What follows belongs to an exercise in optimizing a design on an open flow for small area and a short achievable clock period; a production flow would make more cautious choices.
The RTL was checked by simulation tests, not by an equivalence proof against the original design.
Power and IR drop assume default switching activity.

build 89:
==> flow/design.v <==
module D_ff(input clk, input reset, input d, output reg q);
	always @ (posedge clk)
	begin
		if(reset==1)
			q<=0;
		else
			q<=d;
	end
endmodule
module register32bits(input clk, input reset, input [31:0] numberIn, output [31:0] numberOut);
	D_ff d0(clk, reset, numberIn[0], numberOut[0]);
	D_ff d1(clk, reset, numberIn[1], numberOut[1]);
	D_ff d2(clk, reset, numberIn[2], numberOut[2]);
	D_ff d3(clk, reset, numberIn[3], numberOut[3]);
	D_ff d4(clk, reset, numberIn[4], numberOut[4]);
	D_ff d5(clk, reset, numberIn[5], numberOut[5]);
	D_ff d6(clk, reset, numberIn[6], numberOut[6]);
	D_ff d7(clk, reset, numberIn[7], numberOut[7]);
	D_ff d8(clk, reset, numberIn[8], numberOut[8]);
	D_ff d9(clk, reset, numberIn[9], numberOut[9]);
	D_ff d10(clk, reset, numberIn[10], numberOut[10]);
	D_ff d11(clk, reset, numberIn[11], numberOut[11]);
	D_ff d12(clk, reset, numberIn[12], numberOut[12]);
	D_ff d13(clk, reset, numberIn[13], numberOut[13]);
	D_ff d14(clk, reset, numberIn[14], numberOut[14]);
	D_ff d15(clk, reset, numberIn[15], numberOut[15]);
	D_ff d16(clk, reset, numberIn[16], numberOut[16]);
	D_ff d17(clk, reset, numberIn[17], numberOut[17]);
	D_ff d18(clk, reset, numberIn[18], numberOut[18]);
	D_ff d19(clk, reset, numberIn[19], numberOut[19]);
	D_ff d20(clk, reset, numberIn[20], numberOut[20]);
	D_ff d21(clk, reset, numberIn[21], numberOut[21]);
	D_ff d22(clk, reset, numberIn[22], numberOut[22]);
	D_ff d23(clk, reset, numberIn[23], numberOut[23]);
	D_ff d24(clk, reset, numberIn[24], numberOut[24]);
	D_ff d25(clk, reset, numberIn[25], numberOut[25]);
	D_ff d26(clk, reset, numberIn[26], numberOut[26]);
	D_ff d27(clk, reset, numberIn[27], numberOut[27]);
	D_ff d28(clk, reset, numberIn[28], numberOut[28]);
	D_ff d29(clk, reset, numberIn[29], numberOut[29]);
	D_ff d30(clk, reset, numberIn[30], numberOut[30]);
	D_ff d31(clk, reset, numberIn[31], numberOut[31]);
endmodule
module signDiffExpo(input [7:0] number1OutExpo, input [7:0] number2OutExpo, output reg [8:0] diffExpo);
	always @ (number1OutExpo or number2OutExpo)
	begin
		diffExpo=number1OutExpo-number2OutExpo;
	end
endmodule
module signToUnsign9(input [8:0] diffExpo, output reg sign, output reg [7:0] absDiff);
	always @ (diffExpo)
	begin
		sign=diffExpo[8];
		absDiff=diffExpo[7:0];
		if (sign==1)
		begin
			absDiff=~absDiff+1;
		end
	end
endmodule
module muxGreaterExpo(input [7:0] number1OutExpo, input [7:0] number2OutExpo, input sign, output reg [7:0] ResultExponent8bits);
	always @ (number1OutExpo or number2OutExpo or sign)
	begin
		case (sign)
			0:
			begin
				ResultExponent8bits=number1OutExpo;
			end
			1:
			begin
				ResultExponent8bits=number2OutExpo;
			end
		endcase
	end
endmodule
module muxInputFrac(input [24:0] in1, input [24:0] in2, input selOp, output reg [24:0] Op);
	always @ (in1 or in2 or selOp)
	begin
		case (selOp)
			0:
			begin
				Op=in1;
			end
			1:
			begin
				Op=in2;
			end
		endcase
	end
endmodule
module shiftRightOp1(input [24:0] tempOp, input [7:0] absDiff, output reg [24:0] shiftOp);
	always @ (tempOp or absDiff)
	begin
		shiftOp=tempOp>>absDiff;
	end
endmodule
module muxSign(input s1, input s2, input selSign, output reg ResultSign);
	always @ (s1 or s2 or selSign)
	begin
		case (selSign)
			0:
			begin
				ResultSign=s1;
			end
			1:
			begin
				ResultSign=s2;
			end
		endcase
	end
endmodule
module unsignToSign26b(input [24:0] in25bUnsigned, input sign, output reg [25:0] out26bSigned);
	always @ (in25bUnsigned or sign)
	begin
		out26bSigned={1'b0, in25bUnsigned};
		if (sign==1)
		begin
			out26bSigned=~out26bSigned+1;
		end
	end
endmodule
module bigALU(input [25:0] ALUin1, input [25:0] ALUin2, output reg [25:0] ALUout);
	always @ (ALUin1 or ALUin2)
	begin
		ALUout=ALUin1+ALUin2;
	end
endmodule
module signToUnsign26(input [25:0] ALUout, output reg sign, output reg [24:0] frac);
	always @ (ALUout)
	begin
		sign=ALUout[25];
		frac=ALUout[24:0];
		if (sign==1)
		begin
			frac=~frac+1;
		end
	end
endmodule
module floatingPointAdder(input [31:0] in1, input [31:0] in2, input clk, input reset, output ResultSign1bit, output [7:0] ResultExponent8bits, output [24:0] ResultFraction25bits);
	wire        swap   = in2[30:0] > in1[30:0];           
	wire        same   = in2[30:0] == in1[30:0];
	wire        sub    = in1[31] ^ in2[31];
	wire [7:0]  d12    = in1[30:23] - in2[30:23];
	wire [7:0]  d21    = in2[30:23] - in1[30:23];
	wire [7:0]  absd   = swap ? d21 : d12;
	wire [7:0]  expBig = swap ? in2[30:23] : in1[30:23];
	wire [22:0] fBig   = swap ? in2[22:0] : in1[22:0];
	wire        sBig   = swap ? in2[31] : in1[31];
	wire [23:0] s1     = {1'b1, in1[22:0]} ^ {24{sub}};
	wire [23:0] s2     = {1'b1, in2[22:0]} ^ {24{sub}};
	wire [23:0] sSm    = swap ? s1 : s2;
	wire [23:0] l0     = absd[0] ? {sub, sSm[23:1]}        : sSm;
	wire [23:0] l1     = absd[1] ? {{2{sub}}, l0[23:2]}    : l0;
	wire [23:0] l2     = absd[2] ? {{4{sub}}, l1[23:4]}    : l1;
	wire [23:0] l3     = absd[3] ? {{8{sub}}, l2[23:8]}    : l2;
	wire [23:0] l4     = absd[4] ? {{16{sub}}, l3[23:16]}  : l3;
	wire [23:0] sAl    = (absd[7:5] != 0) ? {24{sub}} : l4;
	reg  [7:0]  rExp;
	reg  [22:0] rBig;
	reg  [23:0] rSm;
	reg         rSub, rSign;
	always @(posedge clk) begin
		if (reset) begin
			rExp  <= 8'd0;
			rBig  <= 23'd0;
			rSm   <= 24'h800000;
			rSub  <= 1'b0;
			rSign <= 1'b0;
		end else begin
			rExp  <= expBig;
			rBig  <= fBig;
			rSm   <= sAl;
			rSub  <= sub;
			rSign <= sBig & ~(sub & same);
		end
	end
	assign ResultFraction25bits = {2'b01, rBig} + {rSub, rSm} + {24'd0, rSub};
	assign ResultSign1bit       = rSign;
	assign ResultExponent8bits  = rExp;
endmodule
export LEC_CHECK = 0
export CAP_MARGIN = 20
export CORE_MARGIN = 2
export CORE_UTILIZATION = 40
export SETUP_SLACK_MARGIN = 5
export SLEW_MARGIN = 20
create_clock -name core_clock -period 11.0 [get_ports {clk}]
run.sh (not shown) runs the stock make flow with config.mk's settings and CLKGATE_MAP_FILE= SYNTH_SCRIPT=/design/flow/synth_recipe.tcl, a recipe that flattens the netlist after the stock synthesis.
Build 89 was carried through to the last stage, and its layout satisfied the timing, DRC and antenna checks.
### build 89 -> build 36
# build 89
export LEC_CHECK = 0
export CAP_MARGIN = 20
export CORE_MARGIN = 2
export CORE_UTILIZATION = 40
export SETUP_SLACK_MARGIN = 5
export SLEW_MARGIN = 20
create_clock -name core_clock -period 11.0 [get_ports {clk}]
# build 36
export LEC_CHECK = 0
export ABC_AREA = 1
export CAP_MARGIN = 20
export CORE_MARGIN = 2
export CORE_UTILIZATION = 40
export SLEW_MARGIN = 20
create_clock -name core_clock -period 11.0 [get_ports {clk}]
### Flow results
Taking build 89 as the reference, in build 36 sequential power went up, standard cell core area went down, combinational share of power went down.
Result: PASS for each of build 89 and build 36
## Diff of input files: build 91 against build 36
# build 36
export LEC_CHECK = 0
export ABC_AREA = 1
export CAP_MARGIN = 20
export CORE_MARGIN = 2
export CORE_UTILIZATION = 40
export SLEW_MARGIN = 20
create_clock -name core_clock -period 11.0 [get_ports {clk}]
# build 91
export LEC_CHECK = 0
export CAP_MARGIN = 20
export CORE_MARGIN = 2
export CORE_UTILIZATION = 40
export SLEW_MARGIN = 20
create_clock -name core_clock -period 11.0 [get_ports {clk}]
Notes after the runs:
Build 91: arrival time of data at the critical path endpoint lower than build 36. In the flow results for build 36 and build 91, the die area is larger on build 91. Compared with build 36, build 91 instantiates a smaller number of standard cells. Build 91 has more setup slack than build 36.

---

## v34
floatingPointAdder, a different RTL version from the one above (not shown whole).
Size: roughly 57 flip-flops, about 100 I/O pins, roughly 5000 um2 of cells after synthesis.
export LEC_CHECK = 0
export ABC_AREA = 1
export CAP_MARGIN = 20
export CORE_MARGIN = 2
export CORE_UTILIZATION = 70
export CTS_BUF_LIST = sky130_fd_sc_hd__clkbuf_4 sky130_fd_sc_hd__clkbuf_8
export PLACE_DENSITY = 0.8
export SETUP_SLACK_MARGIN = 5
export SLEW_MARGIN = 20
create_clock -name core_clock -period 11.0 [get_ports {clk}]
standard.sh (not shown) runs the stock make flow with config.mk's settings and CLKGATE_MAP_FILE= SYNTH_SCRIPT=/design/flow/synth_recipe.tcl, a recipe that flattens the netlist after the stock synthesis.
==> flow/flow/run.sh <==
#!/bin/bash
# Standard layout with these changes: synthesis maps the logic with the ABC
# script in flow/abc_area.script (delay-bounded area mapping, then gate
# sizing); input ports get a buf_1 and output ports a buf_2 as their buffer;
# clock tree synthesis adds no dummy loads.
set -e
rm -rf scripts_mod
cp -r "$FLOW_HOME/scripts" scripts_mod
cp flow/abc_area.script scripts_mod/abc_area.script
export BUFFER_PORTS_ARGS="-buffer_cell sky130_fd_sc_hd__buf_1"
export POST_GLOBAL_PLACE_TCL=$PWD/flow/post_gpl.tcl
export CTS_ARGS="-sink_clustering_enable -repair_clock_nets -root_buf sky130_fd_sc_hd__clkbuf_8 -buf_list {sky130_fd_sc_hd__clkbuf_4} -dont_use_dummy_load"
SCRIPTS_DIR=$PWD/scripts_mod bash standard.sh synth > synth.log 2>&1
bash standard.sh > standard.log 2>&1
==> flow/flow/abc_area.script <==
strash
dch
map -D 2000
topo
stime -c
buffer -c
upsize -c -D 2000
dnsize -c -D 2000
==> flow/flow/post_gpl.tcl <==
# The ports were buffered with buf_1; the output ports drive the external
# load, so their buffers become buf_2.
foreach inst [get_cells output*] {
  replace_cell $inst sky130_fd_sc_hd__buf_2
}
The following lists how v19 was set up differently from v34:
-- flow/flow/run.sh --
<<< v34, line 11
export POST_GLOBAL_PLACE_TCL=$PWD/flow/post_gpl.tcl
export CTS_ARGS="-sink_clustering_enable -repair_clock_nets -root_buf sky130_fd_sc_hd__clkbuf_8 -buf_list {sky130_fd_sc_hd__clkbuf_4} -dont_use_dummy_load"
SCRIPTS_DIR=$PWD/scripts_mod bash standard.sh synth > synth.log 2>&1
>>> v19, line 11
export POST_GLOBAL_PLACE_TCL=$PWD/flow/post_gpl.tcl
export CTS_ARGS="-sink_clustering_enable -repair_clock_nets -buf_list {sky130_fd_sc_hd__clkbuf_4 sky130_fd_sc_hd__clkbuf_8} -dont_use_dummy_load -sink_clustering_size 20 -sink_clustering_max_diameter 100 -sink_clustering_levels 1"
SCRIPTS_DIR=$PWD/scripts_mod bash standard.sh synth > synth.log 2>&1
Findings:
- v19 -> v34: final non-filler cell area flat
- Re flip-flop and latch count after synthesis: no difference whatsoever between v34 and v19.
- As far as post-detailed-placement cell area goes, v19 and v34 are indistinguishable; the numbers are identical.
- From v19 to v34, die height did not move at all.
- v34 and v19 ended up with nearly the same largest fanout on the critical path.
- Comparing v19 against v34, there is no change at all in buffering overhead.
- Final cell count: v34 vs v19 identical
- The combinational group share of total power of v19 and that of v34 are within noise of each other.
- Post-synthesis instance area of v34 is on par with v19.
- There was hardly any difference in worst IR drop on VDD between v34 and v19.
- The final critical-path share of the clock period on v34 is in line with that on v19.
Edits applied to the flow inputs when going from v19 to v9:
- SETUP_SLACK_MARGIN: 5 -> unset
- SYNTH_HIERARCHICAL: unset -> 1
- SYNTH_MINIMUM_KEEP_SIZE: unset -> 0
-- flow/flow/run.sh --
<<< v19, line 10
export BUFFER_PORTS_ARGS="-buffer_cell sky130_fd_sc_hd__buf_1"
export POST_GLOBAL_PLACE_TCL=$PWD/flow/post_gpl.tcl
export CTS_ARGS="-sink_clustering_enable -repair_clock_nets -buf_list {sky130_fd_sc_hd__clkbuf_4 sky130_fd_sc_hd__clkbuf_8} -dont_use_dummy_load -sink_clustering_size 20 -sink_clustering_max_diameter 100 -sink_clustering_levels 1"
SCRIPTS_DIR=$PWD/scripts_mod bash standard.sh synth > synth.log 2>&1
>>> v9, line 10
export BUFFER_PORTS_ARGS="-buffer_cell sky130_fd_sc_hd__buf_1"
export SETUP_SLACK_MARGIN=5.4
export POST_GLOBAL_PLACE_TCL=$PWD/flow/post_gpl.tcl
export CTS_ARGS="-sink_clustering_enable -repair_clock_nets -buf_list {sky130_fd_sc_hd__clkbuf_4 sky130_fd_sc_hd__clkbuf_8} -dont_use_dummy_load"
SCRIPTS_DIR=$PWD/scripts_mod bash standard.sh synth > synth.log 2>&1
Notes after the runs:
Last element of the critical path = ResultFraction25bits[3]: v19; last element of the critical path = ResultFraction25bits[4]: v9
Area share of and/or/nand/nor cells after synthesis for v9: 2.4 points down relative to v19
Going from v19 to v9, worst setup slack shrinks by 0.45 ns.
v9: all stages complete, timing, DRC and antenna checks passed
Share of cell area taken by multi-input logic gates down 0.47 points in v9 wrt v19
### v9 -> v32
- an added SETUP_SLACK_MARGIN of 5
- a deleted SYNTH_HIERARCHICAL that had been 1
- a deleted SYNTH_MINIMUM_KEEP_SIZE that had been 0
==> flow/flow/run.sh <==
#!/bin/bash
# Standard layout with two changes: synthesis maps the logic with the ABC script
# in flow/abc_area.script (area-oriented mapping, then gate sizing), and the
# ports get a plain buf_2 as their buffer.
set -e
rm -rf scripts_mod
cp -r "$FLOW_HOME/scripts" scripts_mod
cp flow/abc_area.script scripts_mod/abc_area.script
export BUFFER_PORTS_ARGS="-buffer_cell sky130_fd_sc_hd__buf_2"
export CTS_ARGS="-sink_clustering_enable -repair_clock_nets -buf_list {sky130_fd_sc_hd__clkbuf_4 sky130_fd_sc_hd__clkbuf_8} -dont_use_dummy_load"
SCRIPTS_DIR=$PWD/scripts_mod bash standard.sh synth > synth.log 2>&1
bash standard.sh > standard.log 2>&1
removed: flow/flow/post_gpl.tcl
## What came out
Wire length of the first global-routing pass in v32 is about 2% below v9. The total wirelength of the detailed-routed design in v32 sits 13% below the value recorded for v9. Comparing v9 and v32, the higher fraction of met1 tracks used by global routing was measured on v9. The x dimension of the die on v32 is in line with that on v9. Inverter count | v32 below v9. v9 → v32: cell count after placement went up; post-layout utilization of the core went down; area after synthesis did not really move. Looking only at post-synthesis cell count, and setting everything else aside, the lower value of v9 and v32 goes to v9.
### v32 -> v30
- SETUP_SLACK_MARGIN: 5 -> unset
- SYNTH_MINIMUM_KEEP_SIZE: unset -> 0
- SYNTH_HIERARCHICAL: unset -> 1
==> flow/flow/run.sh <==
#!/bin/bash
# Standard layout with these changes: synthesis maps the logic with the ABC
# script in flow/abc_area.script (delay-bounded area mapping, then gate
# sizing); input ports get a buf_1 and output ports a buf_2 as their buffer;
# clock tree synthesis adds no dummy loads.
set -e
rm -rf scripts_mod
cp -r "$FLOW_HOME/scripts" scripts_mod
cp flow/abc_area.script scripts_mod/abc_area.script
export BUFFER_PORTS_ARGS="-buffer_cell sky130_fd_sc_hd__buf_1"
export SETUP_SLACK_MARGIN=5.6
export POST_GLOBAL_PLACE_TCL=$PWD/flow/post_gpl.tcl
export CTS_ARGS="-sink_clustering_enable -repair_clock_nets -buf_list {sky130_fd_sc_hd__clkbuf_4 sky130_fd_sc_hd__clkbuf_8} -dont_use_dummy_load"
SCRIPTS_DIR=$PWD/scripts_mod bash standard.sh synth > synth.log 2>&1
bash standard.sh > standard.log 2>&1
==> flow/flow/post_gpl.tcl (new file) <==
# The ports were buffered with buf_1; the output ports drive the external
# load, so their buffers become buf_2.
foreach inst [get_cells output*] {
  replace_cell $inst sky130_fd_sc_hd__buf_2
}
--- outcome ---
Summary: wire length, v30 worse than v32. Worst setup path startpoint: rSm[9] -> v32, rSm[3] -> v30. Delta(arrival time of data at the critical path endpoint, v30 - v32) < 0. When v30 is measured against v32, its clock power share turns out 0.8 points lower. Against v32, v30 comes in 4.2 points higher on aggregate global-route resource usage.
--- input diff v30..v38 ---
- SYNTH_MINIMUM_KEEP_SIZE no longer set, was 0
- SETUP_SLACK_MARGIN now 5, previously not set
- SYNTH_HIERARCHICAL no longer set, was 1
-- flow/flow/run.sh --
<<< v30, line 10
export BUFFER_PORTS_ARGS="-buffer_cell sky130_fd_sc_hd__buf_1"
export SETUP_SLACK_MARGIN=5.6
export POST_GLOBAL_PLACE_TCL=$PWD/flow/post_gpl.tcl
>>> v38, line 10
export BUFFER_PORTS_ARGS="-buffer_cell sky130_fd_sc_hd__buf_1"
export POST_GLOBAL_PLACE_TCL=$PWD/flow/post_gpl.tcl
Findings:
- NOTE first-iteration DRC count v30->v38 decreased by more than a quarter
- v38 vs v30 on area fraction in and, or, nand and nor cells after synthesis: v38 is the higher one.
- Diff v30 -> v38 | area growth from synthesis to layout | decrease of 9.9 points
- The number of global-route vias before repair in v38 sits 8.4% below the value recorded for v30.
- Share of the final layout cell area in sequential cells, v30 and v38: higher on v38
- Lower total net switching power goes to v38 over v30.
- Between v30 and v38, the met1 demand-to-capacity share in global routing is lower for v38.
- Worst setup slack after layout: v38 higher than v30
- Headroom to the max-slew limit: v38 better than v30
- On clock tree buffer count of the final layout, v30 and v38 are basically level.
- Higher total combinational power was reported by v30, not v38.

-- port drivers added, routing unchanged --
How much do the figures lean on ideal ports? The routed layouts below were timed once more, with nothing changed but the port constraints.
Step 1: set_driving_cell puts a clkbuf_16 on clk and a buf_2 on each other input, an assumption about the parent block.
Step 2 adds t to the input delays and takes it off the output delays; t is the mean of the earliest and latest rising clock arrival at the registers after step 1. Input paths then give back, and output paths get back, about the clock's delay inside the block.
Three values: no drivers, after step 1, after step 2; two values: the first two.
run	t, ns	slack for setup (ns)	worst register clock-pin slew, ns
build 89	0.373	5.051 / 5.055 / 4.682	0.06 / 0.06
build 36	0.378	3.499 / 3.519 / 3.141	0.06 / 0.06
build 91	0.374	4.047 / 4.063 / 3.689	0.06 / 0.06
v34	0.351	5.234 / 5.204 / 5.033	0.07 / 0.07
v19	0.351	5.234 / 5.204 / 5.033	0.07 / 0.07
v9	0.350	4.789 / 4.758 / 5.107	0.07 / 0.07
v32	0.359	5.144 / 5.114 / 4.930	0.07 / 0.07
v30	0.352	5.199 / 5.168 / 5.338	0.07 / 0.07
v38	0.351	5.234 / 5.204 / 5.033	0.07 / 0.07
After both steps every run listed still meets setup and hold. The setup slack of build 89, which loses most, moves by +0.004 ns with the drivers and by -0.369 ns with both steps.
